This is an optimization exercise on Yosys and OpenROAD, whose aim is small area and a short achievable clock period, not a production implementation. The RTL was checked by simulation tests, not by an equivalence proof against the original design. Power and IR drop assume default switching activity.

`design/flow/flow/run.sh`:
```
#!/bin/bash
# Standard layout, with plain buffers (instead of ORFS's default delay cell)
# on the input and output ports.
export BUFFER_PORTS_ARGS="-buffer_cell sky130_fd_sc_hd__buf_2"
bash standard.sh > standard.log 2>&1
```
`design/flow/constraint.sdc`:
```
create_clock -name core_clock -period 8.0 [get_ports {clk}]
set_input_delay 1.6000 -clock core_clock [delete_from_list [all_inputs] [get_ports {clk}]]
set_output_delay 1.6000 -clock core_clock [all_outputs]
set_load 0.01 [all_outputs]
```
`design/flow/design.v`:
```
module mul16_csa(input [15:0] a, input [15:0] b, output [15:0] x, output [15:0] y, output [15:0] z);
wire pp0_0, pp0_1, pp0_2, pp0_3, pp0_4, pp0_5, pp0_6, pp0_7, pp0_8, pp0_9, pp0_10, pp0_11, pp0_12, pp0_13, pp0_14, pp0_15, pp1_0, pp1_1, pp1_2, pp1_3, pp1_4, pp1_5, pp1_6, pp1_7, pp1_8, pp1_9, pp1_10, pp1_11, pp1_12, pp1_13, pp1_14, pp2_0, pp2_1, pp2_2, pp2_3, pp2_4, pp2_5, pp2_6, pp2_7, pp2_8, pp2_9, pp2_10, pp2_11, pp2_12, pp2_13, pp3_0, pp3_1, pp3_2, pp3_3, pp3_4, pp3_5, pp3_6, pp3_7, pp3_8, pp3_9, pp3_10, pp3_11, pp3_12, pp4_0, pp4_1, pp4_2, pp4_3, pp4_4, pp4_5, pp4_6, pp4_7, pp4_8, pp4_9, pp4_10, pp4_11, pp5_0, pp5_1, pp5_2, pp5_3, pp5_4, pp5_5, pp5_6, pp5_7, pp5_8, pp5_9, pp5_10, pp6_0, pp6_1, pp6_2, pp6_3, pp6_4, pp6_5, pp6_6, pp6_7, pp6_8, pp6_9, pp7_0, pp7_1, pp7_2, pp7_3, pp7_4, pp7_5, pp7_6, pp7_7, pp7_8, pp8_0, pp8_1, pp8_2, pp8_3, pp8_4, pp8_5, pp8_6, pp8_7, pp9_0, pp9_1, pp9_2, pp9_3, pp9_4, pp9_5, pp9_6, pp10_0, pp10_1, pp10_2, pp10_3, pp10_4, pp10_5, pp11_0, pp11_1, pp11_2, pp11_3, pp11_4, pp12_0, pp12_1, pp12_2, pp12_3, pp13_0, pp13_1, pp13_2, pp14_0, pp14_1, pp15_0, s0, c0, s1, c1, s2, c2, s3, s4, s5, s6, c6, s7, c7, s8, c8, s9, c9, s10, c10, s11, c11, s12, c12, s13, c13, s14, c14, s15, c15, s16, c16, s17, c17, s18, c18, s19, c19, s20, c20, s21, c21, s22, c22, s23, c23, s24, s25, s26, s27, s28, c28, s29, c29, s30, c30, s31, c31, s32, c32, s33, c33, s34, c34, s35, c35, s36, c36, s37, c37, s38, c38, s39, c39, s40, c40, s41, c41, s42, c42, s43, c43, s44, c44, s45, c45, s46, c46, s47, c47, s48, c48, s49, c49, s50, c50, s51, c51, s52, s53, s54, s55, c55, s56, c56, s57, c57, s58, c58, s59, c59, s60, c60, s61, c61, s62, c62, s63, c63, s64, c64, s65, c65, s66, c66, s67, c67, s68, c68, s69, c69, s70, c70, s71, c71, s72, c72, s73, c73, s74, c74, s75, c75, s76, s77, s78, c78, s79, c79, s80, c80, s81, c81, s82, c82, s83, c83, s84, c84, s85, c85, s86, c86, s87, c87, s88, c88, s89, c89, s90;
assign pp0_0 = a[0] & b[0];
assign pp0_1 = a[1] & b[0];
assign pp0_2 = a[2] & b[0];
assign pp0_3 = a[3] & b[0];
assign pp0_4 = a[4] & b[0];
assign pp0_5 = a[5] & b[0];
assign pp0_6 = a[6] & b[0];
assign pp0_7 = a[7] & b[0];
assign pp0_8 = a[8] & b[0];
assign pp0_9 = a[9] & b[0];
assign pp0_10 = a[10] & b[0];
assign pp0_11 = a[11] & b[0];
assign pp0_12 = a[12] & b[0];
assign pp0_13 = a[13] & b[0];
assign pp0_14 = a[14] & b[0];
assign pp0_15 = a[15] & b[0];
assign pp1_0 = a[0] & b[1];
assign pp1_1 = a[1] & b[1];
assign pp1_2 = a[2] & b[1];
assign pp1_3 = a[3] & b[1];
assign pp1_4 = a[4] & b[1];
assign pp1_5 = a[5] & b[1];
assign pp1_6 = a[6] & b[1];
assign pp1_7 = a[7] & b[1];
assign pp1_8 = a[8] & b[1];
assign pp1_9 = a[9] & b[1];
assign pp1_10 = a[10] & b[1];
assign pp1_11 = a[11] & b[1];
assign pp1_12 = a[12] & b[1];
assign pp1_13 = a[13] & b[1];
assign pp1_14 = a[14] & b[1];
assign pp2_0 = a[0] & b[2];
assign pp2_1 = a[1] & b[2];
assign pp2_2 = a[2] & b[2];
assign pp2_3 = a[3] & b[2];
assign pp2_4 = a[4] & b[2];
assign pp2_5 = a[5] & b[2];
assign pp2_6 = a[6] & b[2];
assign pp2_7 = a[7] & b[2];
assign pp2_8 = a[8] & b[2];
assign pp2_9 = a[9] & b[2];
assign pp2_10 = a[10] & b[2];
assign pp2_11 = a[11] & b[2];
assign pp2_12 = a[12] & b[2];
assign pp2_13 = a[13] & b[2];
assign pp3_0 = a[0] & b[3];
assign pp3_1 = a[1] & b[3];
assign pp3_2 = a[2] & b[3];
assign pp3_3 = a[3] & b[3];
assign pp3_4 = a[4] & b[3];
assign pp3_5 = a[5] & b[3];
assign pp3_6 = a[6] & b[3];
assign pp3_7 = a[7] & b[3];
assign pp3_8 = a[8] & b[3];
assign pp3_9 = a[9] & b[3];
assign pp3_10 = a[10] & b[3];
assign pp3_11 = a[11] & b[3];
assign pp3_12 = a[12] & b[3];
assign pp4_0 = a[0] & b[4];
assign pp4_1 = a[1] & b[4];
assign pp4_2 = a[2] & b[4];
assign pp4_3 = a[3] & b[4];
assign pp4_4 = a[4] & b[4];
assign pp4_5 = a[5] & b[4];
assign pp4_6 = a[6] & b[4];
assign pp4_7 = a[7] & b[4];
assign pp4_8 = a[8] & b[4];
assign pp4_9 = a[9] & b[4];
assign pp4_10 = a[10] & b[4];
assign pp4_11 = a[11] & b[4];
assign pp5_0 = a[0] & b[5];
assign pp5_1 = a[1] & b[5];
assign pp5_2 = a[2] & b[5];
assign pp5_3 = a[3] & b[5];
assign pp5_4 = a[4] & b[5];
assign pp5_5 = a[5] & b[5];
assign pp5_6 = a[6] & b[5];
assign pp5_7 = a[7] & b[5];
assign pp5_8 = a[8] & b[5];
assign pp5_9 = a[9] & b[5];
assign pp5_10 = a[10] & b[5];
assign pp6_0 = a[0] & b[6];
assign pp6_1 = a[1] & b[6];
assign pp6_2 = a[2] & b[6];
assign pp6_3 = a[3] & b[6];
assign pp6_4 = a[4] & b[6];
assign pp6_5 = a[5] & b[6];
assign pp6_6 = a[6] & b[6];
assign pp6_7 = a[7] & b[6];
assign pp6_8 = a[8] & b[6];
assign pp6_9 = a[9] & b[6];
assign pp7_0 = a[0] & b[7];
assign pp7_1 = a[1] & b[7];
assign pp7_2 = a[2] & b[7];
assign pp7_3 = a[3] & b[7];
assign pp7_4 = a[4] & b[7];
assign pp7_5 = a[5] & b[7];
assign pp7_6 = a[6] & b[7];
assign pp7_7 = a[7] & b[7];
assign pp7_8 = a[8] & b[7];
assign pp8_0 = a[0] & b[8];
assign pp8_1 = a[1] & b[8];
assign pp8_2 = a[2] & b[8];
assign pp8_3 = a[3] & b[8];
assign pp8_4 = a[4] & b[8];
assign pp8_5 = a[5] & b[8];
assign pp8_6 = a[6] & b[8];
assign pp8_7 = a[7] & b[8];
assign pp9_0 = a[0] & b[9];
assign pp9_1 = a[1] & b[9];
assign pp9_2 = a[2] & b[9];
assign pp9_3 = a[3] & b[9];
assign pp9_4 = a[4] & b[9];
assign pp9_5 = a[5] & b[9];
assign pp9_6 = a[6] & b[9];
assign pp10_0 = a[0] & b[10];
assign pp10_1 = a[1] & b[10];
assign pp10_2 = a[2] & b[10];
assign pp10_3 = a[3] & b[10];
assign pp10_4 = a[4] & b[10];
assign pp10_5 = a[5] & b[10];
assign pp11_0 = a[0] & b[11];
assign pp11_1 = a[1] & b[11];
assign pp11_2 = a[2] & b[11];
assign pp11_3 = a[3] & b[11];
assign pp11_4 = a[4] & b[11];
assign pp12_0 = a[0] & b[12];
assign pp12_1 = a[1] & b[12];
assign pp12_2 = a[2] & b[12];
assign pp12_3 = a[3] & b[12];
assign pp13_0 = a[0] & b[13];
assign pp13_1 = a[1] & b[13];
assign pp13_2 = a[2] & b[13];
assign pp14_0 = a[0] & b[14];
assign pp14_1 = a[1] & b[14];
assign pp15_0 = a[0] & b[15];
assign s0 = pp0_13 ^ pp1_12;
assign c0 = pp0_13 & pp1_12;
assign s1 = pp0_14 ^ pp1_13 ^ pp2_12;
assign c1 = (pp0_14 & pp1_13) | (pp0_14 & pp2_12) | (pp1_13 & pp2_12);
assign s2 = pp3_11 ^ pp4_10;
assign c2 = pp3_11 & pp4_10;
assign s3 = pp0_15 ^ pp1_14 ^ pp2_13;
assign s4 = pp3_12 ^ pp4_11 ^ pp5_10;
assign s5 = pp6_9 ^ pp7_8;
assign s6 = pp0_9 ^ pp1_8;
assign c6 = pp0_9 & pp1_8;
assign s7 = pp0_10 ^ pp1_9 ^ pp2_8;
assign c7 = (pp0_10 & pp1_9) | (pp0_10 & pp2_8) | (pp1_9 & pp2_8);
assign s8 = pp3_7 ^ pp4_6;
assign c8 = pp3_7 & pp4_6;
assign s9 = pp0_11 ^ pp1_10 ^ pp2_9;
assign c9 = (pp0_11 & pp1_10) | (pp0_11 & pp2_9) | (pp1_10 & pp2_9);
assign s10 = pp3_8 ^ pp4_7 ^ pp5_6;
assign c10 = (pp3_8 & pp4_7) | (pp3_8 & pp5_6) | (pp4_7 & pp5_6);
assign s11 = pp6_5 ^ pp7_4;
assign c11 = pp6_5 & pp7_4;
assign s12 = pp0_12 ^ pp1_11 ^ pp2_10;
assign c12 = (pp0_12 & pp1_11) | (pp0_12 & pp2_10) | (pp1_11 & pp2_10);
assign s13 = pp3_9 ^ pp4_8 ^ pp5_7;
assign c13 = (pp3_9 & pp4_8) | (pp3_9 & pp5_7) | (pp4_8 & pp5_7);
assign s14 = pp6_6 ^ pp7_5 ^ pp8_4;
assign c14 = (pp6_6 & pp7_5) | (pp6_6 & pp8_4) | (pp7_5 & pp8_4);
assign s15 = pp9_3 ^ pp10_2;
assign c15 = pp9_3 & pp10_2;
assign s16 = s0 ^ pp2_11 ^ pp3_10;
assign c16 = (s0 & pp2_11) | (s0 & pp3_10) | (pp2_11 & pp3_10);
assign s17 = pp4_9 ^ pp5_8 ^ pp6_7;
assign c17 = (pp4_9 & pp5_8) | (pp4_9 & pp6_7) | (pp5_8 & pp6_7);
assign s18 = pp7_6 ^ pp8_5 ^ pp9_4;
assign c18 = (pp7_6 & pp8_5) | (pp7_6 & pp9_4) | (pp8_5 & pp9_4);
assign s19 = pp10_3 ^ pp11_2 ^ pp12_1;
assign c19 = (pp10_3 & pp11_2) | (pp10_3 & pp12_1) | (pp11_2 & pp12_1);
assign s20 = c0 ^ s1 ^ s2;
assign c20 = (c0 & s1) | (c0 & s2) | (s1 & s2);
assign s21 = pp5_9 ^ pp6_8 ^ pp7_7;
assign c21 = (pp5_9 & pp6_8) | (pp5_9 & pp7_7) | (pp6_8 & pp7_7);
assign s22 = pp8_6 ^ pp9_5 ^ pp10_4;
assign c22 = (pp8_6 & pp9_5) | (pp8_6 & pp10_4) | (pp9_5 & pp10_4);
assign s23 = pp11_3 ^ pp12_2 ^ pp13_1;
assign c23 = (pp11_3 & pp12_2) | (pp11_3 & pp13_1) | (pp12_2 & pp13_1);
assign s24 = c1 ^ c2 ^ s3;
assign s25 = s4 ^ s5 ^ pp8_7;
assign s26 = pp9_6 ^ pp10_5 ^ pp11_4;
assign s27 = pp12_3 ^ pp13_2 ^ pp14_1;
assign s28 = pp0_6 ^ pp1_5;
assign c28 = pp0_6 & pp1_5;
assign s29 = pp0_7 ^ pp1_6 ^ pp2_5;
assign c29 = (pp0_7 & pp1_6) | (pp0_7 & pp2_5) | (pp1_6 & pp2_5);
assign s30 = pp3_4 ^ pp4_3;
assign c30 = pp3_4 & pp4_3;
assign s31 = pp0_8 ^ pp1_7 ^ pp2_6;
assign c31 = (pp0_8 & pp1_7) | (pp0_8 & pp2_6) | (pp1_7 & pp2_6);
assign s32 = pp3_5 ^ pp4_4 ^ pp5_3;
assign c32 = (pp3_5 & pp4_4) | (pp3_5 & pp5_3) | (pp4_4 & pp5_3);
assign s33 = pp6_2 ^ pp7_1;
assign c33 = pp6_2 & pp7_1;
assign s34 = s6 ^ pp2_7 ^ pp3_6;
assign c34 = (s6 & pp2_7) | (s6 & pp3_6) | (pp2_7 & pp3_6);
assign s35 = pp4_5 ^ pp5_4 ^ pp6_3;
assign c35 = (pp4_5 & pp5_4) | (pp4_5 & pp6_3) | (pp5_4 & pp6_3);
assign s36 = pp7_2 ^ pp8_1 ^ pp9_0;
assign c36 = (pp7_2 & pp8_1) | (pp7_2 & pp9_0) | (pp8_1 & pp9_0);
assign s37 = c6 ^ s7 ^ s8;
assign c37 = (c6 & s7) | (c6 & s8) | (s7 & s8);
assign s38 = pp5_5 ^ pp6_4 ^ pp7_3;
assign c38 = (pp5_5 & pp6_4) | (pp5_5 & pp7_3) | (pp6_4 & pp7_3);
assign s39 = pp8_2 ^ pp9_1 ^ pp10_0;
assign c39 = (pp8_2 & pp9_1) | (pp8_2 & pp10_0) | (pp9_1 & pp10_0);
assign s40 = c7 ^ c8 ^ s9;
assign c40 = (c7 & c8) | (c7 & s9) | (c8 & s9);
assign s41 = s10 ^ s11 ^ pp8_3;
assign c41 = (s10 & s11) | (s10 & pp8_3) | (s11 & pp8_3);
assign s42 = pp9_2 ^ pp10_1 ^ pp11_0;
assign c42 = (pp9_2 & pp10_1) | (pp9_2 & pp11_0) | (pp10_1 & pp11_0);
assign s43 = c9 ^ c10 ^ c11;
assign c43 = (c9 & c10) | (c9 & c11) | (c10 & c11);
assign s44 = s12 ^ s13 ^ s14;
assign c44 = (s12 & s13) | (s12 & s14) | (s13 & s14);
assign s45 = s15 ^ pp11_1 ^ pp12_0;
assign c45 = (s15 & pp11_1) | (s15 & pp12_0) | (pp11_1 & pp12_0);
assign s46 = c12 ^ c13 ^ c14;
assign c46 = (c12 & c13) | (c12 & c14) | (c13 & c14);
assign s47 = c15 ^ s16 ^ s17;
assign c47 = (c15 & s16) | (c15 & s17) | (s16 & s17);
assign s48 = s18 ^ s19 ^ pp13_0;
assign c48 = (s18 & s19) | (s18 & pp13_0) | (s19 & pp13_0);
assign s49 = c16 ^ c17 ^ c18;
assign c49 = (c16 & c17) | (c16 & c18) | (c17 & c18);
assign s50 = c19 ^ s20 ^ s21;
assign c50 = (c19 & s20) | (c19 & s21) | (s20 & s21);
assign s51 = s22 ^ s23 ^ pp14_0;
assign c51 = (s22 & s23) | (s22 & pp14_0) | (s23 & pp14_0);
assign s52 = c20 ^ c21 ^ c22;
assign s53 = c23 ^ s24 ^ s25;
assign s54 = s26 ^ s27 ^ pp15_0;
assign s55 = pp0_4 ^ pp1_3;
assign c55 = pp0_4 & pp1_3;
assign s56 = pp0_5 ^ pp1_4 ^ pp2_3;
assign c56 = (pp0_5 & pp1_4) | (pp0_5 & pp2_3) | (pp1_4 & pp2_3);
assign s57 = pp3_2 ^ pp4_1;
assign c57 = pp3_2 & pp4_1;
assign s58 = s28 ^ pp2_4 ^ pp3_3;
assign c58 = (s28 & pp2_4) | (s28 & pp3_3) | (pp2_4 & pp3_3);
assign s59 = pp4_2 ^ pp5_1 ^ pp6_0;
assign c59 = (pp4_2 & pp5_1) | (pp4_2 & pp6_0) | (pp5_1 & pp6_0);
assign s60 = c28 ^ s29 ^ s30;
assign c60 = (c28 & s29) | (c28 & s30) | (s29 & s30);
assign s61 = pp5_2 ^ pp6_1 ^ pp7_0;
assign c61 = (pp5_2 & pp6_1) | (pp5_2 & pp7_0) | (pp6_1 & pp7_0);
assign s62 = c29 ^ c30 ^ s31;
assign c62 = (c29 & c30) | (c29 & s31) | (c30 & s31);
assign s63 = s32 ^ s33 ^ pp8_0;
assign c63 = (s32 & s33) | (s32 & pp8_0) | (s33 & pp8_0);
assign s64 = c31 ^ c32 ^ c33;
assign c64 = (c31 & c32) | (c31 & c33) | (c32 & c33);
assign s65 = s34 ^ s35 ^ s36;
assign c65 = (s34 & s35) | (s34 & s36) | (s35 & s36);
assign s66 = c34 ^ c35 ^ c36;
assign c66 = (c34 & c35) | (c34 & c36) | (c35 & c36);
assign s67 = s37 ^ s38 ^ s39;
assign c67 = (s37 & s38) | (s37 & s39) | (s38 & s39);
assign s68 = c37 ^ c38 ^ c39;
assign c68 = (c37 & c38) | (c37 & c39) | (c38 & c39);
assign s69 = s40 ^ s41 ^ s42;
assign c69 = (s40 & s41) | (s40 & s42) | (s41 & s42);
assign s70 = c40 ^ c41 ^ c42;
assign c70 = (c40 & c41) | (c40 & c42) | (c41 & c42);
assign s71 = s43 ^ s44 ^ s45;
assign c71 = (s43 & s44) | (s43 & s45) | (s44 & s45);
assign s72 = c43 ^ c44 ^ c45;
assign c72 = (c43 & c44) | (c43 & c45) | (c44 & c45);
assign s73 = s46 ^ s47 ^ s48;
assign c73 = (s46 & s47) | (s46 & s48) | (s47 & s48);
assign s74 = c46 ^ c47 ^ c48;
assign c74 = (c46 & c47) | (c46 & c48) | (c47 & c48);
assign s75 = s49 ^ s50 ^ s51;
assign c75 = (s49 & s50) | (s49 & s51) | (s50 & s51);
assign s76 = c49 ^ c50 ^ c51;
assign s77 = s52 ^ s53 ^ s54;
assign s78 = pp0_3 ^ pp1_2;
assign c78 = pp0_3 & pp1_2;
assign s79 = s55 ^ pp2_2 ^ pp3_1;
assign c79 = (s55 & pp2_2) | (s55 & pp3_1) | (pp2_2 & pp3_1);
assign s80 = c55 ^ s56 ^ s57;
assign c80 = (c55 & s56) | (c55 & s57) | (s56 & s57);
assign s81 = c56 ^ c57 ^ s58;
assign c81 = (c56 & c57) | (c56 & s58) | (c57 & s58);
assign s82 = c58 ^ c59 ^ s60;
assign c82 = (c58 & c59) | (c58 & s60) | (c59 & s60);
assign s83 = c60 ^ c61 ^ s62;
assign c83 = (c60 & c61) | (c60 & s62) | (c61 & s62);
assign s84 = c62 ^ c63 ^ s64;
assign c84 = (c62 & c63) | (c62 & s64) | (c63 & s64);
assign s85 = c64 ^ c65 ^ s66;
assign c85 = (c64 & c65) | (c64 & s66) | (c65 & s66);
assign s86 = c66 ^ c67 ^ s68;
assign c86 = (c66 & c67) | (c66 & s68) | (c67 & s68);
assign s87 = c68 ^ c69 ^ s70;
assign c87 = (c68 & c69) | (c68 & s70) | (c69 & s70);
assign s88 = c70 ^ c71 ^ s72;
assign c88 = (c70 & c71) | (c70 & s72) | (c71 & s72);
assign s89 = c72 ^ c73 ^ s74;
assign c89 = (c72 & c73) | (c72 & s74) | (c73 & s74);
assign s90 = c74 ^ c75 ^ s76;
assign x = {c89, c88, c87, c86, c85, c84, c83, c82, c81, c80, c79, c78, s78, pp0_2, pp0_1, pp0_0};
assign y = {s90, s89, s88, s87, s86, s85, s84, s83, s82, s81, s80, s79, pp2_1, pp1_1, pp1_0, 1'b0};
assign z = {s77, s75, s73, s71, s69, s67, s65, s63, s61, s59, pp5_0, pp4_0, pp3_0, pp2_0, 1'b0, 1'b0};
endmodule
`timescale 1ns / 1ps
module pipelined_regfile_3stage(clk, rst, aluout,
	imem_addr, imem_rdata,
	dmem_raddr, dmem_rdata, dmem_wen, dmem_waddr, dmem_wdata);
input clk;
input rst;
output [15:0] imem_addr;
input  [15:0] imem_rdata;
output [15:0] dmem_raddr;
input  [15:0] dmem_rdata;
output dmem_wen;
output [15:0] dmem_waddr;
output [15:0] dmem_wdata;
output [15:0] aluout;
function [15:0] rev16(input [15:0] v);
	integer k;
	for (k = 0; k < 16; k = k + 1) rev16[k] = v[15-k];
endfunction
reg [15:0] pc;            
reg [15:0] ia;            
reg [15:0] a_E, b_E;
reg [3:0]  imm_E, wa_E;
reg [2:0]  op_E;
reg        v_E, we_E, ld_E, sw_E, br_E, ls_E;
reg [15:0] x_M, y_M, z_M;
reg [3:0]  wa_M;
reg        we_M, ld_M, sw_M, mul_M, srl_M;
reg [15:0] dm;            
reg [3:0]  wa_D;
reg        we_D, ld_D;
reg [15:0] alu_W, md_W;
reg [3:0]  wa_W;
reg        we_W, ld_W;
reg [15:0] rf [0:15];
wire [15:0] inst = imem_rdata;
wire [3:0] op = inst[15:12];
wire [3:0] rd = inst[11:8];
wire [3:0] rs = inst[7:4];
wire [3:0] rt = inst[3:0];
wire d_lw  = op == 4'h8;
wire d_sw  = op == 4'h9;
wire d_beq = op == 4'ha;
wire d_jr  = op == 4'hc;
wire d_jal = op == 4'hd;
wire d_jmp = (op == 4'hb) | d_jal;
wire d_we  = ~(d_sw | d_beq | (op == 4'hb) | d_jr | d_jal);
wire [2:0] d_aluop = (d_lw | d_sw) ? 3'd0 : d_beq ? 3'd1 : op[2:0];
wire d_sll = d_aluop == 3'd4;
wire d_srl = d_aluop == 3'd5;
wire [15:0] nextpc = pc + 16'd1;
wire [15:0] wbdata = ld_W ? md_W : alu_W;
wire [15:0] woh = (16'd1 << wa_W) & {16{we_W}};
wire [15:0] wen = d_jal ? {we_W, 15'd0} : woh;
wire [15:0] wd  = d_jal ? nextpc : wbdata;
wire [15:0] oh1 = 16'd1 << rs;
wire [15:0] oh2 = (d_sw | d_beq) ? (16'd1 << rd) : (16'd1 << rt);
wire [3:0]  ra2 = (d_sw | d_beq) ? rd : rt;
reg [15:0] vld;
wire [15:0] s1 = vld & oh1;
wire [15:0] s2 = vld & oh2;
reg [15:0] t1, t2;
integer i;
always @(*) begin
	t1 = {13'd0, oh1[1] && !vld[1], 1'b0, oh1[1] && !vld[1]};
	t2 = {13'd0, oh2[1] && !vld[1], 1'b0, oh2[1] && !vld[1]};
	for (i = 0; i < 16; i = i + 1) begin
		t1 = t1 | (rf[i] & {16{s1[i]}});
		t2 = t2 | (rf[i] & {16{s2[i]}});
	end
end
wire jb1 = we_W & d_jal & oh1[15];
wire jb2 = we_W & d_jal & oh2[15];
wire wb1 = we_W & ~d_jal & (wa_W == rs);
wire wb2 = we_W & ~d_jal & (wa_W == ra2);
wire [15:0] rdata1 = jb1 ? nextpc : wb1 ? wbdata : t1;
wire [15:0] rdata2 = jb2 ? nextpc : wb2 ? wbdata : t2;
integer k;
always @(posedge clk) begin
	for (k = 0; k < 16; k = k + 1)
		if (wen[k]) rf[k] <= wd;
	if (rst) vld <= 16'd0;
	else     vld <= vld | wen;
end
wire [15:0] shf = rt[3] ? 16'd0 : (16'd1 << rt[2:0]);
wire [15:0] immx_E = {{12{imm_E[3]}}, imm_E};
wire eq_E = a_E == b_E;
wire take = br_E & eq_E;
wire [15:0] btarget = ia + 16'd1 + immx_E;
wire sub_E = (op_E == 3'd1) | (op_E == 3'd6);
wire mul_E = (op_E == 3'd7) | (op_E == 3'd4) | (op_E == 3'd5);
wire [15:0] bb_E = (ls_E ? immx_E : b_E) ^ {16{sub_E}};
wire [16:0] as_E = {1'b0, a_E} + {1'b0, bb_E} + {16'd0, sub_E};
wire le_E = ~as_E[16] | eq_E;
wire [15:0] mx, my, mz;
mul16_csa MUL0(.a(a_E), .b(b_E), .x(mx), .y(my), .z(mz));
reg [15:0] res_E;
always @(*) begin
	case (op_E)
		3'd0, 3'd1: res_E = as_E[15:0];
		3'd2:       res_E = a_E & b_E;
		3'd3:       res_E = a_E ^ b_E;
		3'd6:       res_E = {15'd0, le_E};
		default:    res_E = mx;
	endcase
end
wire [15:0] pc_seq = d_jmp ? {nextpc[14:11], inst[11:0]} : take ? btarget : nextpc;
wire [15:0] pcin = d_jr ? rdata1 : pc_seq;
always @(posedge clk) begin
	if (rst) begin
		pc <= 16'd0;
		ia <= 16'd0;
	end else begin
		pc <= pcin;
		ia <= pc;
	end
end
assign imem_addr = ia;
wire [15:0] mem_sum = x_M + (mul_M ? y_M : 16'd0) + (mul_M ? z_M : 16'd0);
always @(posedge clk) begin
	a_E   <= d_srl ? rev16(rdata1) : rdata1;
	b_E   <= (d_sll | d_srl) ? shf : rdata2;
	imm_E <= rt;
	wa_E  <= rd;
	op_E  <= d_aluop;
	ld_E  <= d_lw;
	ls_E  <= d_lw | d_sw;
	y_M   <= mul_E ? my : b_E;
	z_M   <= mz;
	wa_M  <= wa_E;
	ld_M  <= ld_E;
	srl_M <= op_E == 3'd5;
	wa_D  <= wa_M;
	ld_D  <= ld_M;
	md_W  <= dmem_rdata;
	wa_W  <= wa_D;
	ld_W  <= ld_D;
	if (rst) begin
		v_E <= 1'b0; we_E <= 1'b0; sw_E <= 1'b0; br_E <= 1'b0;
		x_M <= 16'd0; we_M <= 1'b0; sw_M <= 1'b0; mul_M <= 1'b0;
		dm <= 16'd0; we_D <= 1'b0;
		alu_W <= 16'd0; we_W <= 1'b0;
	end else begin
		v_E <= 1'b1; we_E <= d_we; sw_E <= d_sw; br_E <= d_beq;
		x_M <= v_E ? res_E : 16'd0;
		we_M <= we_E; sw_M <= sw_E; mul_M <= v_E & mul_E;
		dm <= srl_M ? rev16(mem_sum) : mem_sum;
		we_D <= we_M;
		alu_W <= dm;
		we_W <= we_D;
	end
end
assign dmem_raddr = dm;
assign dmem_wen   = sw_M & ~rst;
assign dmem_waddr = x_M;
assign dmem_wdata = y_M;
assign aluout     = alu_W;
endmodule
```
`design/flow/standard.sh`:
```
#!/bin/bash
# synth_recipe.tcl (not shown) runs the flow's synth.tcl, then flattens the netlist and writes it again
# the make line also repeats each setting of config.mk as NAME=value (left out here)
make -C /OpenROAD-flow-scripts/flow DESIGN_CONFIG=/design/flow/config.mk WORK_HOME=/design/flow/orfs CLKGATE_MAP_FILE= SYNTH_SCRIPT=/design/flow/synth_recipe.tcl "${@:-finish}"
```
`design/flow/config.mk`:
```
export PLATFORM = sky130hd
export DESIGN_NAME = pipelined_regfile_3stage
export DESIGN_NICKNAME = pipelined_regfile_3stage
export VERILOG_FILES = /design/flow/design.v
export SDC_FILE = /design/flow/constraint.sdc
export NUM_CORES = 4
export LEC_CHECK = 0
export CAP_MARGIN = 20
export CORE_MARGIN = 2
export CORE_UTILIZATION = 40
export CTS_BUF_LIST = sky130_fd_sc_hd__clkbuf_16
export CTS_CLUSTER_DIAMETER = 100
export CTS_CLUSTER_SIZE = 20
export SETUP_SLACK_MARGIN = 4.5
export SLEW_MARGIN = 20
```
==> impl_metrics.yaml, run 1 <==
status:
  status: "finished clean"
sta:
  layout_worst_path_cycle_share_pct: 45.0
  setup_slack_ns: 4.40
  max_freq_ghz: 0.278
  finalHoldViolations: 0
  worstMarginPinSlew_ns: 1.04
  skew_ns: 0.0348
  rsz0062_at_grt: "yes"
  setup_tns_ns: 0
  slew_violations: 0
  finalSetupViolations: 0
  max_slew_margin_pct: 30.6
  period_minus_slack_ns: 3.60
routing:
  vias: 20100
  viasPerCell: 6.28
  drc: 0
  wire_per_inst_microns: 29.6
  routed_wl_microns: 95000
  drtIter0Drc: 3188
  final_antenna_net_count: 0
  firstDrtPassIters: 11
yosys:
  synth-async-reset-ratio_pct: 0
  synth-main-ff-cell: "edfxtp_1"
  syn_nets: 2479
  yosysTopAreaCell: "edfxtp_1"
  synth_warnings: 2
  yosysMostFrequentCell: "edfxtp_1"
  ys_ff_latch: 468
  avgSynthCellArea_sq_um: 10.8
  synthTopCellsByArea: "edfxtp_1 31%, dfxtp_1 17%, fa_1 6.7%, ha_1 3.8%, and2_1 3.4%"
  synth_commonest_cells: "256 x edfxtp_1, 212 x dfxtp_1, 205 x nand2_1"
  synth_cells: 2288
  synth_seq_area_share_pct: 48.5
  synth_edf_count: 256
  synthDistinctLibCells: 73
  synth_top_area_share_pct: 31.2
  netlist_area_sq_mm: 0.0246
floorplanning:
  dieArea_sq_mm: 0.0635
  die_x_microns: 252
  io_pins: 115
  core_region_area_sq_mm: 0.0606
  start_util_pct: 40.6
  die_h_microns: 252
  num_rows: 90
grt:
  grt_max_degree: 71
  antenna_found_initial: 0
  use_met3_pct: 6.61
  gr-usage-met1_pct: 35.4
  grt_pass1_wl_microns: 136000
  grt_pass1_vias: 19800
  use_met2_pct: 48.1
  grt-busiest-layer: "met2"
  track_usage_pct: 29.2
  overflow: 0
critical_path:
  start_kind: "input pin"
  arrival_ns: 2.00
  critical_path_peak_fanout: 2
  cp_num_cells: 3
  critPathKind: "in -> out"
  crit_family: "buffers and inverters"
  reg2reg_depth: 14
  crit_path_max_incr_delay_ns: 0.15
  rrSetupSlack_ns: 4.60
  required_ns: 6.40
  cp_cell_sequence: "buf_12, nor2b_4, buf_6"
  worstPathBufferInverterCount: 2
  slowest_stage: "buf_6"
  endpoint_kind: "primary output"
clock_tree:
  clkLatencyLatePin_ns: 0.64
  cts-root-buf: "clkbuf_16"
  cts_buffers: 29
  cts_sinks: 468
  cts_buffer_depth: 3
  cts_tree: "yes"
  htreeDepth: 1
  clkTransAtPathRegs_ns: 0.08
finish:
  final_nets: 2597
  synthToLayoutAreaGrowth_pct: 15.3
  largest_reg_flops: 256
  drive_gt1_share_pct: 17.2
  regMostFlops: "rf"
  fill_cells: 5517
power_and_ir_drop:
  power_w: 0.00458
  switchingPower_w: 0.00116
  clkPwrFrac_pct: 34.0
  ir_worst_vdd_mv: 0.172
  leakage_nw: 11.1
  p_seq_share_pct: 57.0
  power_density_mw_per_mm2: 161
  combPwrFrac_pct: 9.0
  p_sw_share_pct: 25.3
  internal-power_w: 0.00342
placement:
  dpl_worst_slack_ns: 3.10
  port_buffers: 114
  place_congestion: 1.01
  dp_hpwl_microns: 64500
flow_run:
  maxCapViolations: 0
min_path:
  min_path_type: "reg -> reg"
  whs_path_depth: 0
## logic make-up (layout without fill, tap and decap cells)
logic type | Yosys count | count (layout) | synth area share (%)
AO/OA/AOI/OAI | 534 | 534 | 15.4
XOR/XNOR | 100 | 100 | 3.59
adder cells (fa/ha/maj) | 157 | 157 | 10.5
buffers and inverters | 212 | 345 | 3.38
flip-flops | 468 | 468 | 48.5
multiplexers | 63 | 63 | 2.65
other | 0 | 1 | 0
AND/OR/NAND/NOR | 754 | 756 | 16.0
## power groups by stage
stage	registers (W)	logic, W	clock network, W
finish	0.00261	0.000414	0.00156
global route	0.00261	0.000440	0.00165
CTS	0.00261	0.000387	0.00157
detailed placement	0.00266	0.000365	0
global placement	0.00266	0.000360	0
floorplan	0.00264	0.000238	0
## cells in the final DEF, fill, tap and decap left out, drive strengths merged, types with 8 or more instances in the layout
| master | n |
|---|---|
| edfxtp | 256 |
| dfxtp | 212 |
| buf | 209 |
| nand2 | 205 |
| and2 | 137 |
| nor2 | 132 |
| a21oi | 122 |
| a22oi | 103 |
| inv | 102 |
| fa | 82 |
| ha | 75 |
| xnor2 | 71 |
| o21ai | 63 |
| nand3 | 58 |
| nor2b | 47 |
| mux2i | 45 |
| a22o | 42 |
| a221oi | 36 |
| nor3 | 32 |
| a222oi | 31 |
| clkbuf | 31 |
| xor2 | 29 |
| and3 | 29 |
| a211oi | 28 |
| nand4 | 25 |
| mux2 | 18 |
| o21a | 17 |
| or3 | 17 |
| nor4 | 14 |
| and4 | 12 |
| a31oi | 11 |
| nor4b | 11 |
| nor3b | 10 |
| o211ai | 10 |
| a21o | 8 |
| a211o | 8 |
## through the flow
step,hold slack [ns],std cells,area [sq um],utilization [%]
after CTS,0.329,3186,27900,46.0
final,0.325,3206,28400,46.9
after floorplan,0.310,2288,24900,-
after global routing,0.329,3205,28400,46.9
after global placement,0.310,3113,26400,43.6
after detailed placement,0.312,3114,26400,43.6
## repair_timing
item	4_1_cts	5_1_grt
gates resized for setup	94	85
setup buffers	23	17
hold buffers	0	0
gates cloned	1	1
endpoints found under the setup margin	92	74
pin swaps	14	16
## path summary, 6_finish.rpt
kind | startpoint | end
worst max-delay path | rst | dmem_wen
worst min-delay path | ld_E | ld_M
worst max register to register | op_E[1] | x_M[0]
worst min register to register | ld_E | ld_M
## worst register-to-register path, delay by kind of cell (launching register included)
kind / cells / cell delay [ns]
adders and majority gates: 1 / 0.41
buffers and inverters: 2 / 0.31
AOI/OAI and AO/OA: 8 / 1.67
and+or+nand+nor: 2 / 0.26
xor gates and xnor gates: 1 / 0.26
DFF: 1 / 0.35
## metal layers
metal | up-vias | share of wire (%)
li1 | 8656 | -
met3 | 411 | 10
met1 | 9742 | 37
met2 | 1338 | 46
met4 | 0 | 7.5
met5 | - | 0
## area by class of cell
| type | instances | area [sq um] | area share [%] |
|---|---|---|---|
| clock buffer | 29 | 726 | 2.56 |
| sequential | 468 | 11900 | 42.1 |
| inverter | 86 | 323 | 1.14 |
| multi-input combinational | 1610 | 12800 | 45.0 |
| tap | 782 | 978 | 3.45 |
| antenna | 1 | 2.50 | 0.00881 |
| timing repair buffer | 211 | 1490 | 5.26 |
| clock inverter | 19 | 156 | 0.551 |
==> run 2, diff against run 1 <==
--- a/design/flow/config.mk
+++ b/design/flow/config.mk
@@ -12,4 +12,4 @@
 export CTS_CLUSTER_DIAMETER = 100
 export CTS_CLUSTER_SIZE = 20
-export SETUP_SLACK_MARGIN = 4.5
+export SETUP_SLACK_MARGIN = 4.4
 export SLEW_MARGIN = 20
==> run 2 against run 1 <==
Die area did not move. Wire length rose by 3.0%. Sequential power about the same. Area after synthesis unchanged. Largest cell class unchanged.
==> impl_metrics.yaml, run 2 <==
yosys:
  synth_compound_area_share_pct: 15.4
  yosys.area_share.simple_pct: 16.0
  ys_ff_latch: 468
  syn_nets: 2479
  yosysTopAreaCell: "edfxtp_1"
  synth_top_area_share_pct: 31.2
  netlist_area_sq_mm: 0.0246
  synthDistinctLibCells: 73
  synth_edf_count: 256
  synth_seq_area_share_pct: 48.5
  synth_warnings: 2
  synth-async-reset-ratio_pct: 0
  synth_cells: 2288
  synth_top_family_by_area: "simple AND/OR/NAND/NOR gates"
  yosysMostFrequentCell: "edfxtp_1"
  synth-main-ff-cell: "edfxtp_1"
  synth-xor-area-share_pct: 3.59
  synthTopCellsByArea: "edfxtp_1 31%, dfxtp_1 17%, fa_1 6.7%, ha_1 3.8%, and2_1 3.4%"
  muxShareOfSynthArea_pct: 2.65
  avgSynthCellArea_sq_um: 10.8
  synth_commonest_cells: "256 x edfxtp_1, 212 x dfxtp_1, 205 x nand2_1"
  synth_adder_area_share_pct: 10.5
power_and_ir_drop:
  switchingPower_w: 0.00117
  leakage_nw: 11.0
  combPwrFrac_pct: 9.1
  power_density_mw_per_mm2: 162
  internal-power_w: 0.00339
  p_seq_share_pct: 57.3
  clkPwrFrac_pct: 33.6
  p_sw_share_pct: 25.6
  ir_worst_vdd_mv: 0.153
critical_path:
  critical_path_peak_fanout: 18
  critPathKind: "reg -> reg"
  crit_start: "a_E[2]"
  crit_path_max_incr_delay_ns: 0.78
  rr_startpoint: "a_E[2]"
  endpoint_kind: "flop"
  required_ns: 8.49
  cp_cell_sequence: "ha_1, nor4_1, and4_1, and2_2, nor2_1, a211oi_1, o22a_1, nor2_1"
  start_kind: "flop"
  slowest_stage: "a211oi_1"
  arrival_ns: 4.14
  crit_top_cell: "nor2_1"
grt:
  grt_pass1_vias: 19900
  grt_max_degree: 37
  antenna_found_initial: 0
  overflow: 0
  track_usage_pct: 30.0
  grt_pass1_wl_microns: 139000
clock_tree:
  cts-root-buf: "clkbuf_16"
  cts_buffers: 29
  htreeDepth: 1
  hold_buffers: 0
  clkTransAtPathRegs_ns: 0.10
  cts_sinks: 468
  cts_buffer_depth: 3
  clkLatencyLatePin_ns: 0.63
  cts_tree: "yes"
floorplanning:
  core_region_area_sq_mm: 0.0606
  die_h_microns: 252
  start_util_pct: 40.6
  dieArea_sq_mm: 0.0635
  die_x_microns: 252
  num_rows: 90
  io_pins: 115
sta:
  period_minus_slack_ns: 3.65
  max_freq_ghz: 0.274
  layout_worst_path_cycle_share_pct: 45.6
  slew_violations: 0
  setup_tns_ns: 0
  finalSetupViolations: 0
  rsz0062_at_grt: "yes"
  max_slew_margin_pct: 26.0
  finalHoldViolations: 0
  worstMarginPinSlew_ns: 1.11
  skew_ns: 0.0239
  setup_slack_ns: 4.35
routing:
  wire_per_inst_microns: 30.6
  vias: 20500
  drtIter0Drc: 3244
  routed_wl_microns: 97800
  firstDrtPassIters: 10
  viasPerCell: 6.41
  final_antenna_net_count: 0
  drc: 0
finish:
  layout_commonest_cell: "edfxtp_1"
  drive_gt1_share_pct: 16.3
  regMostFlops: "rf"
  final_nets: 2591
  largest_reg_flops: 256
  final_cell_mix: "256 x edfxtp_1, 205 x dfxtp_1, 204 x nand2_1"
  n_antenna_cell: 0
  synthToLayoutAreaGrowth_pct: 14.5
  fill_cells: 5590
min_path:
  min_path_type: "reg -> reg"
  min_from: "wa_D[3]"
flow_run:
  maxCapViolations: 0
placement:
  dp_hpwl_microns: 66300
  place_congestion: 0.991
  dpl_worst_slack_ns: 2.89
  port_buffers: 114
status:
  status: "finished clean"
==> run 2: cell counts after synthesis <==
Identical to the previous run, type by type.
==> run 2: stage by stage <==
step / util, % / cell area (sq um) / power [W] / cells / hold WS (ns)
finish: 46.5 / 28200 / 0.00456 / 3200 / 0.331
global route: 46.5 / 28200 / 0.00469 / 3200 / 0.337
CTS: 45.8 / 27800 / 0.00455 / 3190 / 0.332
detailed placement: 43.6 / 26400 / 0.00303 / 3122 / 0.312
global placement: 43.5 / 26400 / 0.00302 / 3120 / 0.310
floorplan: - / 24700 / 0.00287 / 2288 / 0.310
==> run 2: worst paths after layout <==
check             slack [ns]  endpoint  depth (start not counted)
hold reg to reg         0.33   wa_W[3]                          0
setup reg to reg        4.35     pc[5]                          8
hold / removal          0.33   wa_W[3]                          0
setup / recovery        4.35     pc[5]                          8
==> run 2: what timing repair did <==
action / CTS / global route
gates cloned: 3 / 1
setup endpoints to repair: 71 / 93
setup buffers: 16 / 8
resized for setup: 74 / 68
pin swaps: 9 / 8
==> run 2: layout make-up <==
cell class / count / area (sq um) / share of cell area, %
Timing Repair Buffer: 206 / 1480 / 5.24
Tap cell: 782 / 978 / 3.47
Multi-Input combinational cell: 1609 / 12600 / 44.7
Clock buffer: 29 / 726 / 2.58
Inverter: 86 / 323 / 1.15
Clock inverter: 20 / 136 / 0.484
Sequential cell: 468 / 11900 / 42.4
==> run 2: critical path: cells and delay by family (launching register included) <==
kind,cells,cell delay [ns]
fa+ha+maj,1,0.41
flops,1,0.77
simple gates,5,1.25
compound gates,2,1.04
==> run 2: power by group through the flow <==
stage          Clock, W  Combinational, W  Sequential, W
2_1_floorplan         0          0.000232        0.00264
3_3_place_gp          0          0.000360        0.00266
3_5_place_dp          0          0.000364        0.00266
4_1_cts         0.00156          0.000389        0.00261
5_1_grt         0.00164          0.000438        0.00261
6_report        0.00153          0.000414        0.00261
==> run 2: kinds of logic (layout without fill, tap and decap cells) <==
family,count (synthesis),count (layout)
compound gates,534,534
flops,468,468
simple gates,754,755
fa+ha+maj,157,157
xor+xnor,100,100
mux,63,63
buf+inv,212,341
==> run 2: per-layer routing <==
layer	up-vias	track usage (%)	share of wire (%)	routed length [microns]
li1	8635	-	-	-
met1	10100	37.2	37	36500
met2	1404	49.5	46	45500
met3	400	5.74	9.4	9210
met4	0	16.6	6.8	6630
met5	-	0	0	0
==> run 3, diff against run 2 <==
--- a/design/flow/config.mk
+++ b/design/flow/config.mk
@@ -10,6 +10,6 @@
 export CORE_UTILIZATION = 40
 export CTS_BUF_LIST = sky130_fd_sc_hd__clkbuf_16
-export CTS_CLUSTER_DIAMETER = 100
-export CTS_CLUSTER_SIZE = 20
-export SETUP_SLACK_MARGIN = 4.4
+export CTS_CLUSTER_DIAMETER = 115
+export CTS_CLUSTER_SIZE = 24
+export SETUP_SLACK_MARGIN = 4.5
 export SLEW_MARGIN = 20
==> run 3 against run 2 <==
Worst setup slack better by 0.042 ns. Combinational power rose by 1%. Maximum frequency up 1.2%. Via count shrank 1.6%. Clock skew rose by 0.020 ns. Die area did not move. Worst hold slack got worse by 0.0023 ns. Area after synthesis stayed put. Clock power decreased by 8%. Cell area up 0.25%. Largest power group unchanged.
==> impl_metrics.yaml, run 3 <==
status:
  status: "finished clean"
critical_path:
  critPathKind: "in -> out"
  crit_path_max_incr_delay_ns: 0.15
  slowest_stage: "nor2b_4"
  cp_cell_sequence: "buf_12, nor2b_4, buf_6"
  arrival_ns: 2.00
  crit_family: "buffers and inverters"
  start_kind: "input pin"
  endpoint_kind: "primary output"
  worstPathBufferInverterCount: 2
  required_ns: 6.40
  critical_path_peak_fanout: 2
routing:
  drc: 0
  routed_wl_microns: 94900
  vias: 20200
  firstDrtPassIters: 7
  viasPerCell: 6.31
  drtIter0Drc: 3173
  wire_per_inst_microns: 29.6
  final_antenna_net_count: 0
grt:
  gr-usage-met1_pct: 35.6
  grt_pass1_wl_microns: 136000
  track_usage_pct: 29.2
  grt-busiest-layer: "met2"
  antenna_found_initial: 0
  use_met2_pct: 48.5
  overflow: 0
  use_met3_pct: 5.91
  grt_max_degree: 71
  grt_pass1_vias: 19800
yosys:
  synth-async-reset-ratio_pct: 0
  yosys.area_share.simple_pct: 16.0
  synth_top_family_by_area: "simple AND/OR/NAND/NOR gates"
  synth_adder_area_share_pct: 10.5
  synth_warnings: 2
  synth_top_area_share_pct: 31.2
  ys_ff_latch: 468
  syn_nets: 2479
  muxShareOfSynthArea_pct: 2.65
  synth_commonest_cells: "256 x edfxtp_1, 212 x dfxtp_1, 205 x nand2_1"
  synth-xor-area-share_pct: 3.59
  yosysTopAreaCell: "edfxtp_1"
  synth-main-ff-cell: "edfxtp_1"
  synth_edf_count: 256
  synth_seq_area_share_pct: 48.5
  synth_cells: 2288
  yosysMostFrequentCell: "edfxtp_1"
  synthTopCellsByArea: "edfxtp_1 31%, dfxtp_1 17%, fa_1 6.7%, ha_1 3.8%, and2_1 3.4%"
  synthDistinctLibCells: 73
  avgSynthCellArea_sq_um: 10.8
  synth_compound_area_share_pct: 15.4
  netlist_area_sq_mm: 0.0246
sta:
  rsz0062_at_grt: "yes"
  worstMarginPinSlew_ns: 1.15
  period_minus_slack_ns: 3.60
  finalSetupViolations: 0
  slew_violations: 0
  finalHoldViolations: 0
  layout_worst_path_cycle_share_pct: 45.1
  setup_tns_ns: 0
  skew_ns: 0.0441
  max_freq_ghz: 0.277
  max_slew_margin_pct: 23.1
clock_tree:
  cts_tree: "yes"
  cts_buffers: 24
  htreeDepth: 1
  clkTransAtPathRegs_ns: 0.10
  cts-root-buf: "clkbuf_16"
  cts_buffer_depth: 3
  cts_sinks: 468
  hold_buffers: 0
  clkLatencyLatePin_ns: 0.62
power_and_ir_drop:
  switchingPower_w: 0.00112
  leakage_nw: 11.0
  p_seq_share_pct: 58.9
  ir_worst_vdd_mv: 0.139
  p_sw_share_pct: 25.3
  clkPwrFrac_pct: 31.7
  power_w: 0.00443
  combPwrFrac_pct: 9.5
  internal-power_w: 0.00331
  power_density_mw_per_mm2: 157
finish:
  largest_reg_flops: 256
  synthToLayoutAreaGrowth_pct: 14.8
  fill_cells: 5555
  regMostFlops: "rf"
  final_cells: 3201
  final_cell_mix: "256 x edfxtp_1, 204 x dfxtp_1, 203 x nand2_1"
  final_nets: 2595
  layout_commonest_cell: "edfxtp_1"
  drive_gt1_share_pct: 17.1
  final_util_pct: 46.6
floorplanning:
  io_pins: 115
  die_h_microns: 252
  core_region_area_sq_mm: 0.0606
  die_x_microns: 252
  start_util_pct: 40.6
  num_rows: 90
  dieArea_sq_mm: 0.0635
flow_run:
  maxCapViolations: 0
placement:
  port_buffers: 114
  place_congestion: 1.01
  place_inst: 3114
  dp_hpwl_microns: 64500
min_path:
  min_path_type: "reg -> reg"
run 3: cell counts after synthesis:
Identical to the previous run, type by type.
run 3: layout make-up:
class	count	area (sq um)	share of cell area, %
Antenna cell	1	2.50	0.00886
Inverter	86	323	1.14
Multi-Input combinational cell	1610	12800	45.2
Clock inverter	16	125	0.443
Timing Repair Buffer	214	1490	5.28
Tap cell	782	978	3.46
Clock buffer	24	601	2.13
Sequential cell	468	11900	42.3
run 3: final timing paths:
check           from  endpoint  slack [ns]  cells after the start
max              rst  dmem_wen        4.40                      3
min          wa_E[2]   wa_M[2]        0.33                      0
max reg2reg  op_E[1]    x_M[0]        4.56                     13
min reg2reg  wa_E[2]   wa_M[2]        0.33                      0
run 3: worst reg2reg max path: stages, from the launching register on:
cell and delay, ns:
dfxtp_1 0.34, buf_6 0.25, nor2b_4 0.26, a22o_4 0.26
xnor2_1 0.15, ha_1 0.31, and2_1 0.20, o31ai_4 0.28
nand2b_1 0.17, a21oi_1 0.24, a211oi_2 0.09, o21ai_1 0.24
o31ai_1 0.13, o41ai_2 0.39
run 3: power groups by stage:
stage	Sequential, W	Clock (W)	Combinational [W]
6_report	0.00261	0.00140	0.000419
3_5_place_dp	0.00266	0	0.000365
2_1_floorplan	0.00264	0	0.000238
5_1_grt	0.00261	0.00151	0.000446
3_3_place_gp	0.00266	0	0.000360
4_1_cts	0.00261	0.00142	0.000388
run 3: per-layer routing:
layer / vias up / part of all wire (%)
met3: 398 / 10
met4: 0 / 7.2
met5: - / 0
li1: 8648 / -
met1: 9755 / 36
met2: 1384 / 46
run 3: cells by family after synthesis:
kind of cell | after synthesis
mux | 63
buf+inv | 212
fa+ha+maj | 157
flops | 468
compound gates | 534
xor+xnor | 100
simple gates | 754
run 3: what timing repair did:
| item | CTS | global route |
|---|---|---|
| resized for setup | 96 | 79 |
| setup endpoints to repair | 92 | 74 |
| cloned | 1 | 1 |
| pin swaps | 15 | 20 |
| setup buffers | 24 | 19 |
run 3: through the flow:
stage | hold slack, ns | worst slack [ns] | instance area, sq um
after CTS | 0.333 | 4.41 | 27700
final | 0.329 | 4.40 | 28200
after floorplan | 0.310 | 4.33 | 24900
after global placement | 0.310 | 3.14 | 26400
after global routing | 0.343 | 4.40 | 28200
after detailed placement | 0.312 | 3.10 | 26400
==> run 4, diff against run 3 <==
--- a/design/flow/config.mk
+++ b/design/flow/config.mk
@@ -12,4 +12,4 @@
 export CTS_CLUSTER_DIAMETER = 115
 export CTS_CLUSTER_SIZE = 24
-export SETUP_SLACK_MARGIN = 4.5
+export SETUP_SLACK_MARGIN = 4.55
 export SLEW_MARGIN = 20
==> run 4 against run 3 <==
Worst hold slack improved by 0.0050 ns. Combinational power is 5% higher. Cell area grew 1.6%. Total power barely moved. Clock skew fell by 0.0032 ns.
==> impl_metrics.yaml, run 4 <==
status:
  status: "finished clean"
clock_tree:
  htreeDepth: 1
  cts_sinks: 468
  clkLatencyLatePin_ns: 0.61
  cts-root-buf: "clkbuf_16"
  cts_buffer_depth: 3
  clkTransAtPathRegs_ns: 0.09
  cts_buffers: 24
  hold_buffers: 0
  cts_tree: "yes"
yosys:
  yosysTopAreaCell: "edfxtp_1"
  synthTopCellsByArea: "edfxtp_1 31%, dfxtp_1 17%, fa_1 6.7%, ha_1 3.8%, and2_1 3.4%"
  synthDistinctLibCells: 73
  synth_seq_area_share_pct: 48.5
  avgSynthCellArea_sq_um: 10.8
  netlist_area_sq_mm: 0.0246
  synth-main-ff-cell: "edfxtp_1"
  synth-async-reset-ratio_pct: 0
  synth_edf_count: 256
  synth_cells: 2288
  syn_nets: 2479
  yosysMostFrequentCell: "edfxtp_1"
  synth_top_area_share_pct: 31.2
  ys_ff_latch: 468
  synth_warnings: 2
  synth_commonest_cells: "256 x edfxtp_1, 212 x dfxtp_1, 205 x nand2_1"
floorplanning:
  core_region_area_sq_mm: 0.0606
  io_pins: 115
  dieArea_sq_mm: 0.0635
  num_rows: 90
  start_util_pct: 40.6
  die_h_microns: 252
  die_x_microns: 252
critical_path:
  rr_startpoint: "b_E[1]"
  required_ns: 6.40
  crit_start: "rst"
  endpoint_kind: "primary output"
  start_kind: "input pin"
  critPathKind: "in -> out"
  arrival_ns: 2.13
  critical_path_peak_fanout: 2
finish:
  multi_input_area_sq_mm: 0.0129
  drive_gt1_share_pct: 18.5
  seq_area_sq_mm: 0.0120
  final_cells: 3226
  layout_commonest_cell: "edfxtp_1"
  synthToLayoutAreaGrowth_pct: 16.6
  regMostFlops: "rf"
  fill_cells: 5532
  final_cell_mix: "256 x edfxtp_1, 203 x nand2_1, 198 x dfxtp_1"
  final_nets: 2618
  largest_reg_flops: 256
placement:
  dp_hpwl_microns: 65500
  place_congestion: 1.01
  place_inst: 3110
  port_buffers: 114
  dpl_worst_slack_ns: 3.10
routing:
  drc: 0
  routed_wl_microns: 97300
  final_antenna_net_count: 0
  vias: 20500
  firstDrtPassIters: 8
  drtIter0Drc: 2859
  viasPerCell: 6.37
  wire_per_inst_microns: 30.2
grt:
  antenna_found_initial: 0
  grt_pass1_wl_microns: 138000
  overflow: 0
  grt_max_degree: 37
  track_usage_pct: 29.7
  grt_pass1_vias: 20300
sta:
  hold_slack_ns: 0.334
  slew_violations: 0
  finalSetupViolations: 0
  max_freq_ghz: 0.268
  worstMarginPinSlew_ns: 1.10
  finalHoldViolations: 0
  setup_slack_ns: 4.27
  skew_ns: 0.0409
  period_minus_slack_ns: 3.73
  layout_worst_path_cycle_share_pct: 46.6
  rsz0062_at_grt: "yes"
  setup_tns_ns: 0
  max_slew_margin_pct: 26.9
power_and_ir_drop:
  leakage_nw: 11.3
  power_density_mw_per_mm2: 154
  ir_worst_vdd_mv: 0.145
  power_w: 0.00443
min_path:
  min_path_type: "reg -> reg"
  min_from: "wa_M[2]"
flow_run:
  maxCapViolations: 0
[run 4: layout make-up]
class                      count  area share [%]
antenna                        1         0.00872
multi-input combinational   1611            44.8
tap                          782            3.41
inverter                      86            1.13
sequential                   468            41.7
clock inverter                17           0.362
timing repair buffer         236            6.41
clock buffer                  25            2.18
[run 4: path summary, 6_finish.rpt]
path	slack (ns)	cells past startpoint	endpoint
setup / recovery	4.27	4	dmem_wen
hold / removal	0.33	0	wa_D[2]
setup reg to reg	4.66	11	y_M[15]
hold reg to reg	0.33	0	wa_D[2]
[run 4: per-layer routing]
metal / share of wire (%) / GRT usage [%]
met3: 10 / 7.25
met2: 46 / 48.3
met5: 0 / 0
met4: 8.0 / 19.6
met1: 36 / 35.0
[run 4: report_power, final]
group	leakage (nW)	internal [W]	switching, W
Clock	0.403	0.000581	0.000805
Combinational	6.87	0.000165	0.000273
Sequential	3.99	0.00256	0.0000434
Total	11.3	0.00331	0.00112
[run 4: through the flow]
stage               util (%)  cell area, sq um
finish                  47.4             28700
floorplan                  -             25000
detailed placement      43.7             26500
CTS                     46.2             28000
global route            47.4             28700
global placement        43.7             26500
[run 4: logic make-up (layout without fill, tap and decap cells)]
| family | after synthesis | in the layout | synth area share, % |
|---|---|---|---|
| XOR/XNOR | 100 | 100 | 3.59 |
| flip-flops | 468 | 468 | 48.5 |
| AO/OA/AOI/OAI | 534 | 535 | 15.4 |
| AND/OR/NAND/NOR | 754 | 756 | 16.0 |
| buffers and inverters | 212 | 364 | 3.38 |
| multiplexers | 63 | 63 | 2.65 |
| other | 0 | 1 | 0 |
| adder cells (fa/ha/maj) | 157 | 157 | 10.5 |
[run 4: timing repair]
item / CTS / global route
resized for setup: 91 / 97
hold endpoints to repair: 0 / 0
cloned: 3 / 2
setup endpoints to repair: 163 / 127
setup buffers: 37 / 30
pin swaps: 14 / 33
[run 4: critical path, stage by stage]
cell	delay, ns
buf_12	0.10
buf_12	0.13
nor2b_4	0.15
buf_6	0.14
==> run 5, diff against run 4 <==
--- a/design/flow/design.v
+++ b/design/flow/design.v
@@ -368,11 +368,11 @@
 wire [3:0]  ra2 = (d_sw | d_beq) ? rd : rt;
 reg [15:0] vld;
-wire [15:0] s1 = vld & oh1;
-wire [15:0] s2 = vld & oh2;
+wire [15:0] s1 = vld & oh1 & ~wen;
+wire [15:0] s2 = vld & oh2 & ~wen;
 reg [15:0] t1, t2;
 integer i;
 always @(*) begin
-	t1 = {13'd0, oh1[1] && !vld[1], 1'b0, oh1[1] && !vld[1]};
-	t2 = {13'd0, oh2[1] && !vld[1], 1'b0, oh2[1] && !vld[1]};
+	t1 = {13'd0, oh1[1] && !vld[1] && !wen[1], 1'b0, oh1[1] && !vld[1] && !wen[1]};
+	t2 = {13'd0, oh2[1] && !vld[1] && !wen[1], 1'b0, oh2[1] && !vld[1] && !wen[1]};
 	for (i = 0; i < 16; i = i + 1) begin
 		t1 = t1 | (rf[i] & {16{s1[i]}});
@@ -384,6 +384,6 @@
 wire wb1 = we_W & ~d_jal & (wa_W == rs);
 wire wb2 = we_W & ~d_jal & (wa_W == ra2);
-wire [15:0] rdata1 = jb1 ? nextpc : wb1 ? wbdata : t1;
-wire [15:0] rdata2 = jb2 ? nextpc : wb2 ? wbdata : t2;
+wire [15:0] rdata1 = t1 | ({16{jb1}} & nextpc) | ({16{wb1}} & wbdata);
+wire [15:0] rdata2 = t2 | ({16{jb2}} & nextpc) | ({16{wb2}} & wbdata);
 integer k;
 always @(posedge clk) begin
--- a/design/flow/config.mk
+++ b/design/flow/config.mk
@@ -8,8 +8,8 @@
 export CAP_MARGIN = 20
 export CORE_MARGIN = 2
-export CORE_UTILIZATION = 40
+export CORE_UTILIZATION = 55
 export CTS_BUF_LIST = sky130_fd_sc_hd__clkbuf_16
-export CTS_CLUSTER_DIAMETER = 115
-export CTS_CLUSTER_SIZE = 24
-export SETUP_SLACK_MARGIN = 4.55
+export CTS_CLUSTER_DIAMETER = 100
+export CTS_CLUSTER_SIZE = 20
+export SETUP_SLACK_MARGIN = 4.5
 export SLEW_MARGIN = 20
==> run 5 against run 4 <==
Core utilization grew 18 points. Combinational power up 14%. Sequential share of layout area down 0.18 points. Largest power group unchanged. Die area decreased by 26%. Cell area grew 0.44%. Largest cell class unchanged. Clock power up 9%. Total power grew 4.6%. Non-clock buffer count increased by 30. Wire length rose by 1.4%. Global-route usage rose by 11 points. First-iteration DRC count is 16% higher. Highest routed layer is now met5.
==> impl_metrics.yaml, run 5 <==
yosys:
  netlist_area_sq_mm: 0.0248
  yosysMostFrequentCell: "edfxtp_1"
  synth-async-reset-ratio_pct: 0
  synth_seq_area_share_pct: 48.1
  syn_nets: 2472
  synth_cells: 2281
  avgSynthCellArea_sq_um: 10.9
  synth_edf_count: 256
  ys_ff_latch: 468
  synthTopCellsByArea: "edfxtp_1 31%, dfxtp_1 17%, fa_1 6.6%, ha_1 3.8%, and2_1 3.3%"
  synth_warnings: 2
  synth-main-ff-cell: "edfxtp_1"
  synth_commonest_cells: "256 x edfxtp_1, 212 x dfxtp_1, 193 x nand2_1"
  synthDistinctLibCells: 86
  synth_top_area_share_pct: 31.0
  yosysTopAreaCell: "edfxtp_1"
finish:
  drive_gt1_share_pct: 18.8
  final_cell_mix: "256 x edfxtp_1, 198 x dfxtp_1, 189 x nand2_1"
  fill_cells: 3534
  final_nets: 2638
  layout_commonest_cell: "edfxtp_1"
  synthToLayoutAreaGrowth_pct: 16.1
  regMostFlops: "rf"
  largest_reg_flops: 256
floorplanning:
  die_x_microns: 216
  dieArea_sq_mm: 0.0469
  core_region_area_sq_mm: 0.0444
  io_pins: 115
  num_rows: 77
  die_h_microns: 216
  start_util_pct: 55.9
critical_path:
  r2r-end: "x_M[15]"
  cp_num_cells: 10
  cp_cell_sequence: "buf_12, nand4b_4, nand2_2, nor2_4, nor4b_4, buf_4, a22o_1, a221oi_1, nand4_1, a2bb2oi_1"
  crit_start: "imem_rdata[13]"
  rr_startpoint: "b_E[10]"
  critPathKind: "in -> reg"
  crit_family: "simple AND/OR/NAND/NOR gates"
  reg2reg_depth: 6
  required_ns: 8.49
  slowest_stage: "nor2_4"
  crit_path_max_incr_delay_ns: 0.84
  rrSetupSlack_ns: 4.60
  worstPathBufferInverterCount: 2
  endpoint: "b_E[6]"
  arrival_ns: 4.09
  endpoint_kind: "flop"
  critical_path_peak_fanout: 19
  start_kind: "input pin"
routing:
  drc: 0
  firstDrtPassIters: 9
  viasPerCell: 6.89
  routed_wl_microns: 98600
  drtIter0Drc: 3310
  vias: 21100
  wire_per_inst_microns: 32.3
  final_antenna_net_count: 0
power_and_ir_drop:
  switchingPower_w: 0.00119
  combPwrFrac_pct: 10.8
  clkPwrFrac_pct: 32.6
  leakage_nw: 11.3
  p_seq_share_pct: 56.6
  p_sw_share_pct: 25.7
  ir_worst_vdd_mv: 0.241
  power_density_mw_per_mm2: 161
  internal-power_w: 0.00344
sta:
  max_slew_margin_pct: 20.9
  setup_tns_ns: 0
  setup_slack_ns: 4.40
  slew_violations: 0
  hold_slack_ns: 0.333
  finalHoldViolations: 0
  layout_worst_path_cycle_share_pct: 45.0
  worstMarginPinSlew_ns: 1.18
  finalSetupViolations: 0
  period_minus_slack_ns: 3.60
  rsz0062_at_grt: "yes"
  max_freq_ghz: 0.278
  skew_ns: 0.0207
flow_run:
  maxCapViolations: 0
grt:
  grt_pass1_wl_microns: 138000
  overflow: 0
  grt_max_degree: 41
  grt_pass1_vias: 20400
  antenna_found_initial: 2
  track_usage_pct: 40.9
placement:
  dp_hpwl_microns: 66300
  port_buffers: 114
  dpl_worst_slack_ns: 2.72
  place_congestion: 0.991
min_path:
  min_path_type: "reg -> reg"
  whs_path_depth: 0
clock_tree:
  cts_tree: "yes"
  cts-root-buf: "clkbuf_16"
  cts_buffer_depth: 3
  clkLatencyLatePin_ns: 0.62
  cts_buffers: 28
  hold_buffers: 0
  cts_sinks: 468
  clkTransAtPathRegs_ns: 0.09
  htreeDepth: 1
status:
  status: "finished clean"
## run 5: layout make-up
class                      instances  area (sq um)  share of cell area [%]
multi-input combinational       1602         12700                    44.2
sequential                       468         12000                    41.5
timing repair buffer             266          2240                    7.77
clock buffer                      30           751                    2.60
tap                              592           741                    2.57
inverter                          81           304                    1.06
clock inverter                    18          86.3                   0.300
antenna                            1          2.50                 0.00868
## run 5: logic make-up after synthesis
| family | after synthesis | share of synthesized area, % |
|---|---|---|
| AOI/OAI and AO/OA | 540 | 16.1 |
| buffers and inverters | 213 | 3.46 |
| DFF | 468 | 48.1 |
| adders and majority gates | 157 | 10.4 |
| and+or+nand+nor | 750 | 16.2 |
| xor gates and xnor gates | 102 | 3.60 |
| muxes | 51 | 2.19 |
## run 5: worst min path at each step
stage / slack [ns] / from / endpoint
3_3_place_gp: 0.31 / wa_E[3] / wa_M[3]
4_1_cts: 0.33 / wa_E[2] / wa_M[2]
2_1_floorplan: 0.31 / ld_M / ld_D
6_report: 0.33 / wa_E[0] / wa_M[0]
3_5_place_dp: 0.31 / wa_E[0] / wa_M[0]
5_1_grt: 0.34 / wa_E[2] / wa_M[2]
## run 5: what timing repair did
item,in CTS,in global routing
setup endpoints to repair,231,86
buffers inserted,44,51
pin swaps,23,35
cloned,3,5
resized for setup,64,74
## run 5: power by group through the flow
| stage | Combinational, W | Sequential (W) | Clock [W] |
|---|---|---|---|
| 2_1_floorplan | 0.000287 | 0.00265 | 0 |
| 3_3_place_gp | 0.000413 | 0.00268 | 0 |
| 3_5_place_dp | 0.000420 | 0.00268 | 0 |
| 4_1_cts | 0.000448 | 0.00262 | 0.00151 |
| 5_1_grt | 0.000529 | 0.00263 | 0.00160 |
| 6_report | 0.000501 | 0.00262 | 0.00151 |
## run 5: per-layer routing
metal	vias to the layer above	wire length (microns)	track usage [%]
met5	-	14	0
met3	540	10900	8.88
li1	8773	-	-
met2	1521	44400	65.6
met4	2	8580	27.7
met1	10200	34800	49.6
## run 5: per-stage QoR
stage	cells	power, W	utilization [%]	cell area [sq um]
2_1_floorplan	2281	0.00294	-	25200
3_3_place_gp	2902	0.00309	59.2	26300
3_5_place_dp	2906	0.00310	59.3	26300
4_1_cts	3001	0.00458	62.9	27900
5_1_grt	3057	0.00475	64.9	28800
6_report	3058	0.00463	64.9	28800

==> static timing again, ports no longer ideal <==
No port has a modelled driver above. Below, the same layouts with a new extraction and two added sets of constraints.
Step 1: set_driving_cell puts a clkbuf_16 on clk and a buf_2 on each other input, an assumption about the parent block.
Step 2 also shifts input and output timing later by t, the mid clock arrival at the registers, as if the neighbouring blocks saw the same clock.
Slacks: ideal ports / drivers / drivers and shift; pairs: ideal ports / drivers.
run | t, ns | setup slack, ns | worst setup path after step 2 | clock arrival spread, ns
run 1 | 0.681 | 4.402 / 4.252 / 3.859 | input to register | 0.035 / 0.034
run 2 | 0.674 | 4.353 / 4.172 / 3.626 | input to register | 0.024 / 0.024
run 3 | 0.662 | 4.396 / 4.250 / 3.787 | input to register | 0.044 / 0.044
run 4 | 0.647 | 4.272 / 4.226 / 3.924 | input to register | 0.041 / 0.042
run 5 | 0.664 | 4.402 / 4.342 / 3.678 | input to register | 0.022 / 0.022
After both steps setup and hold are still met in every run listed. For run 2, which loses most, drivers alone change the setup slack by -0.181 ns; drivers and shift together by -0.727 ns.
